This design comes from an exercise in tuning for small area, a short achievable clock period and few clock cycles per item on the open sky130 flow, not from production work.
Only simulation tests tie the RTL to the original design; equivalence was not proved.
Power figures rest on the tool's default switching activity, not on a simulated workload.

==> inputs of try-cedar <==
==> flow/design.v (excerpt) <==
module tnn_conv(
    input               clk,
    input               rst_n,
    input               in_valid,
    output              in_ready,
    input  [1599:0]     feature_in,      
    input  [99:0]       weight_in,       
    input  [31:0]       scaler_in,
    input  [31:0]       bias_in,
    output              out_valid,
    output [31:0]       feature_out
    );
==> flow/config.mk <==
export PLATFORM = sky130hd
export DESIGN_NAME = tnn_conv
export DESIGN_NICKNAME = tnn_conv
export VERILOG_FILES = /design/flow/design.v
export SDC_FILE = /design/flow/constraint.sdc
export NUM_CORES = 4
export LEC_CHECK = 0
export ABC_CLOCK_PERIOD_IN_PS = 3300
export CAP_MARGIN = 20
export CORE_MARGIN = 2
export CORE_UTILIZATION = 40
export SETUP_SLACK_MARGIN = 5
export SLEW_MARGIN = 20
export SYNTH_HIERARCHICAL = 1
export SYNTH_MINIMUM_KEEP_SIZE = 0
==> flow/constraint.sdc <==
create_clock -name core_clock -period 8.5 [get_ports {clk}]
set_input_delay 1.7000 -clock core_clock [delete_from_list [all_inputs] [get_ports {clk}]]
set_output_delay 1.7000 -clock core_clock [all_outputs]
set_load 0.01 [all_outputs]
run.sh (not shown) runs the stock make flow with config.mk's settings and CLKGATE_MAP_FILE= SYNTH_SCRIPT=/design/flow/synth_recipe.tcl, a recipe that flattens the netlist after the stock synthesis.
==> inputs of try-tundra, as changes to try-cedar <==
==> flow/flow/run.sh (new file) <==
#!/bin/bash
# The standard layout, with the port buffers made from the smallest buffer
# cell (buf_1) instead of the delay-buffer cell buffer_ports picks by default.
# Synthesis is the standard one (standard.sh synth runs as part of finish).
set -euo pipefail
export BUFFER_PORTS_ARGS="-buffer_cell sky130_fd_sc_hd__buf_1"
bash standard.sh > standard_flow.log 2>&1
==> flow/standard.sh (new file) <==
#!/bin/bash
# synth_recipe.tcl (not shown) runs the flow's synth.tcl, then flattens the netlist and writes it again
# the make line also repeats each setting of config.mk as NAME=value (left out here)
make -C /OpenROAD-flow-scripts/flow DESIGN_CONFIG=/design/flow/config.mk WORK_HOME=/design/flow/orfs CLKGATE_MAP_FILE= SYNTH_SCRIPT=/design/flow/synth_recipe.tcl "${@:-finish}"
- CORE_AREA: not set -> 4 4 506 506
- CORE_MARGIN: 2 -> not set
- CORE_UTILIZATION: 40 -> not set
- DIE_AREA: not set -> 0 0 510 510
removed: flow/run.sh
==> inputs of try-xenon, as changes to try-cedar <==
==> flow/flow/run.sh (new file) <==
#!/bin/bash
# The standard layout, with the port buffers made from the smallest buffer
# cell (buf_1) instead of the delay-buffer cell buffer_ports picks by default.
# Synthesis is the standard one (standard.sh synth runs as part of finish).
set -euo pipefail
export BUFFER_PORTS_ARGS="-buffer_cell sky130_fd_sc_hd__buf_1"
bash standard.sh > standard_flow.log 2>&1
==> flow/standard.sh (new file) <==
#!/bin/bash
# synth_recipe.tcl (not shown) runs the flow's synth.tcl, then flattens the netlist and writes it again
# the make line also repeats each setting of config.mk as NAME=value (left out here)
make -C /OpenROAD-flow-scripts/flow DESIGN_CONFIG=/design/flow/config.mk WORK_HOME=/design/flow/orfs CLKGATE_MAP_FILE= SYNTH_SCRIPT=/design/flow/synth_recipe.tcl "${@:-finish}"
removed: flow/run.sh
==> qor.txt <==
Die Y-Extent: 487 um
failing step: I/O pin placement
Die Span X: 487 um
Log Error: [ERROR PPL-0024] Number of IO pins (1801) exceeds maximum number of available positions (1764). Increase the die perimeter from 1949.44um to 2449.36um.
status: stopped before the end
Initial Util: 40.2%
[end of results for try-cedar]
==> qor.txt <==
Die Span X: 510 um
Initial Util: 37.2%
Area growth, synth to finish: 27.5%
Setup crit end: CLP0.a1_4_13$_DFF_P_
Die Y-Extent: 510 um
status: timing/DRC/antenna clean
CTS H-tree lvls: 3
[end of results for try-tundra]
==> qor.txt <==
Synth async-reset ratio: 0.593%
Initial Util: 40.2%
Log Error: [ERROR PPL-0024] Number of IO pins (1801) exceeds maximum number of available positions (1764). Increase the die perimeter from 1949.44um to 2449.36um.
Die Span X: 487 um
Die Y-Extent: 487 um
failing step: I/O pin placement
status: stopped before the end
[end of results for try-xenon]
Testbench counts of try-cedar, summed over its fixed seeds: cycles 6,592, items 6,400.
Testbench counts of try-tundra, summed over its fixed seeds: cycles 6,592, items 6,400.
Testbench counts of try-xenon, summed over its fixed seeds: cycles 6,592, items 6,400.


==> inputs of run a <==
Another version of the RTL of tnn_conv (not shown whole).
export LEC_CHECK = 0
export ABC_CLOCK_PERIOD_IN_PS = 3300
export CAP_MARGIN = 20
export CORE_AREA = 4 4 506 506
export CTS_CLUSTER_DIAMETER = 80
export CTS_CLUSTER_SIZE = 25
export DIE_AREA = 0 0 510 510
export SLEW_MARGIN = 20
export SYNTH_HIERARCHICAL = 1
export SYNTH_MINIMUM_KEEP_SIZE = 0
create_clock -name core_clock -period 8.5 [get_ports {clk}]
standard.sh (not shown) runs the stock make flow with config.mk's settings and CLKGATE_MAP_FILE= SYNTH_SCRIPT=/design/flow/synth_recipe.tcl, a recipe that flattens the netlist after the stock synthesis.
==> flow/flow/run.sh <==
#!/bin/bash
# The standard layout (standard synthesis included), with these changes:
#  - port buffers made from the smallest buffer cell (buf_1) instead of the
#    delay-buffer cell buffer_ports picks by default;
#  - more antenna-repair iterations after global and detailed routing.
set -euo pipefail
export BUFFER_PORTS_ARGS="-buffer_cell sky130_fd_sc_hd__buf_1"
export SETUP_SLACK_MARGIN=5.3
export MAX_REPAIR_ANTENNAS_ITER_GRT=10
export MAX_REPAIR_ANTENNAS_ITER_DRT=15
bash standard.sh > standard_flow.log 2>&1
==> run b (differences from run a) <==
--- a/flow/flow/run.sh
+++ b/flow/flow/run.sh
@@ -6,5 +6,5 @@
 set -euo pipefail
 export BUFFER_PORTS_ARGS="-buffer_cell sky130_fd_sc_hd__buf_1"
-export SETUP_SLACK_MARGIN=5.3
+export SETUP_SLACK_MARGIN=5.2
 export MAX_REPAIR_ANTENNAS_ITER_GRT=10
 export MAX_REPAIR_ANTENNAS_ITER_DRT=15
Settings changed: CTS_CLUSTER_DIAMETER 80 to 70, CTS_CLUSTER_SIZE 25 to 20.
==> summary of the runs <==
Run a completed with no timing, DRC or antenna violations. Run b finished clean.
Of run b and run a, run b has the higher worst hold slack (gap 0.0029 ns).
In combinational power, run a and run b hardly differ.
Of run b and run a, run a has the higher register-to-register slack (gap 0.23 ns).
Against run a, the routed wire length of run b is lower by 2.3%.
Between run b and run a, the lower via count is in run b (gap about 0.7%, measured against run a).
Against run a, the non-clock buffer count of run b is lower by 23.
Synthesized area is the same in run a and run b.
Against run b, the cell area of run a is higher by about 1%.
==> figures <==
quantity                                                   run a          run b
Met3 wirelength from detailed routing                   89920 um      101600 um
Critical hold path startpoint                        CLP0.a2_1_0    CLP0.a2_0_0
Routed wire per std cell                                53.09 um       51.55 um
Number of CTS-inserted buffers                               101            114
Critical Path End                                  CLP0.a1_10_22  CLP0.a1_15_21
Switching power as a share of total power                 48.62%         47.99%
Setup WS post-layout                                    5.120 ns       5.035 ns
Met2 routed WL                                         278100 um      265900 um
Pwr dens                                           416.2 nW/um^2  417.1 nW/um^2
Post-detailed-placement cell area                    109100 um^2    108800 um^2
Final cycle utilization of the critical path              39.77%         40.77%
Status                                  timing/DRC/antenna clean  timing/DRC/antenna clean
Fraction of area in multi-input gates                     61.89%         61.59%
First DRT Iteration DRCs                                   11310          10380
Register-to-register setup slack                         5.26 ns        5.03 ns
Fraction of power consumed by combinational cells          60.9%          60.8%
Maximum clock rate                                     295.9 MHz      288.6 MHz
Number of nets in the layout                               12810          12800
Testbench counts of run a, summed over its fixed seeds: cycles 6,624, items 6,400.
Testbench counts of run b, summed over its fixed seeds: cycles 6,624, items 6,400.

separate check: timing with driven ports:
In the flow no input, the clock included, has a driving cell. The finished layouts below were timed again as built, in two steps. Step 1 assumes that a clkbuf_16 drives the clock port and a buf_2 every other input. Step 2 adds t to the input delays and takes it off the output delays; t is the mean of the earliest and latest rising clock arrival at the registers after step 1. Input paths then give back, and output paths get back, about the clock's delay inside the block. Three values: ideal ports, drivers, drivers and shift; two values: the first two.
run	shift t [ns]	setup slack, ns	clock arrival spread, ns
try-tundra	0.945	4.698 / 4.788 / 3.843	0.054 / 0.054
run a	0.929	5.120 / 5.062 / 4.133	0.044 / 0.044
run b	0.921	5.035 / 4.998 / 4.076	0.065 / 0.065
After both steps setup and hold are still met in every run listed. The setup slack of run a, which loses most, moves by -0.058 ns with the drivers and by -0.987 ns with both steps.
